This design comes from an exercise in tuning for small area on the open sky130 flow, not from production work.
At most, simulation tests tie the RTL to the original design; equivalence was not proved.
Power figures rest on the tool's default switching activity, not on a simulated workload.

==> flow/design.v <==
module fifo (clk,reset,renb,wenb,din,dout,empty,full);
  input logic clk, reset;
  input logic renb, wenb;
  input logic [7:0] din;
  output logic [7:0] dout;
  output logic empty, full;
  logic [7:0] mem[16];
  logic [3:0] rp;
  logic rd, wr;
  assign rd = renb & ~empty;
  assign wr = wenb & ~full & ~rd;
  assign full = ~empty & (&rp);
  always @(posedge clk) begin
    if (reset | rd | wr) begin
      rp    <= reset ? 4'hf : rd ? rp - 4'd1 : rp + 4'd1;
      empty <= reset | (rd & (rp == 4'd0));
    end
  end
  logic [3:0] lo, hi;
  always_comb begin
    for (int k = 0; k < 4; k++) begin
      lo[k] = (rp[1:0] == k);
      hi[k] = (rp[3:2] == k) & ~reset;
    end
  end
  logic [7:0] rdata;
  always_comb begin
    rdata = 8'b0;
    for (int k = 0; k < 16; k++)
      rdata = rdata | ({8{hi[k/4] & lo[k%4]}} & mem[k]);
  end
  always @(posedge clk) begin
    if (rd | reset) dout <= rdata;
  end
  integer i;
  always @(posedge clk) begin
    if (wr & ~reset) begin
      mem[0] <= din;
      for (i = 1; i < 16; i = i + 1) mem[i] <= mem[i-1];
    end
  end
endmodule
==> flow/config.mk <==
export PLATFORM = sky130hd
export DESIGN_NAME = fifo
export DESIGN_NICKNAME = fifo
export VERILOG_FILES = /design/flow/design.v
export SDC_FILE = /design/flow/constraint.sdc
export NUM_CORES = 4
export LEC_CHECK = 0
export CAP_MARGIN = 20
export CORE_MARGIN = 2
export CORE_UTILIZATION = 40
export PLACE_DENSITY = 0.6
export SLEW_MARGIN = 20
==> flow/constraint.sdc <==
create_clock -name core_clock -period 5.0 [get_ports {clk}]
set_input_delay 1.0000 -clock core_clock [delete_from_list [all_inputs] [get_ports {clk}]]
set_output_delay 1.0000 -clock core_clock [all_outputs]
set_load 0.01 [all_outputs]
standard.sh (not shown) runs the stock make flow with config.mk's settings and CLKGATE_MAP_FILE= SYNTH_SCRIPT=/design/flow/synth_recipe.tcl, a recipe that flattens the netlist after the stock synthesis.
==> flow/flow/run.sh <==
#!/bin/bash
# The standard layout with three changes:
#  - synthesis maps logic with area-oriented ABC scripts (flow/synth.tcl);
#  - clock tree of small clock buffers without dummy loads;
#  - minimum-size port buffers.
# Each make run writes its full output to its own log file here.
set -euo pipefail
work=$(pwd)
export OWN_FLOW_DIR=$work/flow
export OWN_FLOW_WORK=$work
export FLOW_SYNTH_TCL=$work/synth_recipe.tcl
export CTS_ARGS="-sink_clustering_enable -repair_clock_nets -dont_use_dummy_load -buf_list sky130_fd_sc_hd__clkbuf_4"
export BUFFER_PORTS_ARGS="-buffer_cell sky130_fd_sc_hd__buf_1"
sed "s#SYNTH_SCRIPT=[^ ]*#SYNTH_SCRIPT=$work/flow/synth.tcl#" standard.sh > own_standard.sh
grep -q "SYNTH_SCRIPT=$work/flow/synth.tcl" own_standard.sh
bash own_standard.sh synth > make_synth.log 2>&1
bash own_standard.sh finish > make_finish.log 2>&1
==> flow/flow/abc1.abc <==
strash
&get -n
&st
&dch
&nf -R 1000
&put
strash
&get -n
&st
&dch
&nf -R 1000
&put
==> flow/flow/abc2.abc <==
strash
&get -n
&st
&dc2
&dch -f
&nf -R 2000
&put
==> flow/flow/abc3.abc <==
strash
balance
rewrite
refactor
balance
rewrite
rewrite -z
balance
refactor -z
rewrite -z
balance
&get -n
&st
&dch
&nf -R 1000
&put
==> flow/flow/abc4.abc <==
strash
dch
amap
topo
==> flow/flow/synth.tcl <==
# The standard synthesis (synth_recipe.tcl, sourced unchanged) with one
# difference: Yosys's abc call maps the logic with each of the area-oriented
# ABC scripts flow/abc*.abc in turn and keeps the mapping with the smallest
# cell area.
proc abc {args} {
  set i [lsearch -exact $args -script]
  set lib [lindex $args [expr {[lsearch -exact $args -liberty] + 1}]]
  yosys design -save my_pre_abc
  set best ""
  set best_area 1e18
  foreach s [lsort [glob $::env(OWN_FLOW_DIR)/abc*.abc]] {
    yosys design -load my_pre_abc
    set a $args
    lset a [expr {$i + 1}] $s
    yosys abc {*}$a
    yosys tee -q -o $::env(OWN_FLOW_WORK)/abc_try.txt stat -liberty $lib
    set f [open $::env(OWN_FLOW_WORK)/abc_try.txt]
    set txt [read $f]
    close $f
    regexp {Chip area for module[^:]*:\s*([0-9.]+)} $txt -> area
    puts "abc script $s: area $area"
    if { $area < $best_area } {
      set best_area $area
      set best $s
    }
  }
  puts "abc script chosen: $best (area $best_area)"
  yosys design -load my_pre_abc
  lset args [expr {$i + 1}] $best
  yosys abc {*}$args
}
source $::env(FLOW_SYNTH_TCL)
Then changed:
==> flow/design.v (replaced) <==
module fifo (clk,reset,renb,wenb,din,dout,empty,full);
  input logic clk, reset;
  input logic renb, wenb;
  input logic [7:0] din;
  output logic [7:0] dout;
  output logic empty, full;
  logic [7:0] mem[16];
  logic [3:0] rp;
  logic rd, wr;
  assign rd = renb & ~empty;
  assign wr = wenb & ~full & ~rd;
  assign full = ~empty & (&rp);
  always @(posedge clk) begin
    rp    <= (rp + {rd, rd, rd, rd | wr}) | {4{reset}};
    empty <= reset | (rd & (rp == 4'd0)) | (empty & ~wr);
  end
  logic [7:0] rdata;
  always_comb begin
    rdata = 8'b0;
    for (int k = 0; k < 16; k++)
      rdata = rdata | ({8{~reset && rp == k}} & mem[k]);
  end
  always @(posedge clk) begin
    if (rd | reset) dout <= rdata;
  end
  integer i;
  always @(posedge clk) begin
    if (wr) begin
      mem[0] <= din;
      for (i = 1; i < 16; i = i + 1) mem[i] <= mem[i-1];
    end
  end
endmodule
=> The changed run produced a clean layout. Via count grows slightly. Critical path depth shrinks by 4. Cell count shrinks slightly. Power grows by about a fifth. Count of clock-buffer cells in the layout does not change. Cell area shrinks slightly. Clock skew grows by 0.0055 ns. Wire length grows by a few percent. Sequential share of layout area shrinks by 0.51 points. Area after synthesis shrinks slightly. Setup slack improved by 0.15 ns. Die area shrinks slightly. Utilization grows by 1.1 points. Sequential power grows by roughly a tenth.
Only the layout flow was run in the first run of this note; the RTL was not checked for function there.

==> port drivers added, routing unchanged <==
Ports are ideal in the flow. The routed layouts listed here were re-timed in OpenROAD.
Step 1: set_driving_cell puts a clkbuf_16 on clk and a buf_2 on each other input, an assumption about the parent block.
Step 2 times the ports against the registers' clock, not the clock port: input delays grow and output delays shrink by t, the midpoint of the rising clock arrivals with the driver on.
Three values: ideal ports, drivers, drivers and shift; two values: the first two.
| run | t (ns) | setup WS [ns] | hold slack, ns | clock arrival spread, ns |
|---|---|---|---|---|
| the first run | 0.509 | 2.147 / 2.161 / 1.652 | 0.444 / 0.444 / 0.444 | 0.019 / 0.018 |
| the second run | 0.526 | 2.300 / 2.269 / 1.896 | 0.439 / 0.439 / 0.439 | 0.029 / 0.029 |
After both steps setup and hold are still met in every run listed. For the first run, which loses most, drivers alone change the setup slack by +0.014 ns; drivers and shift together by -0.495 ns.
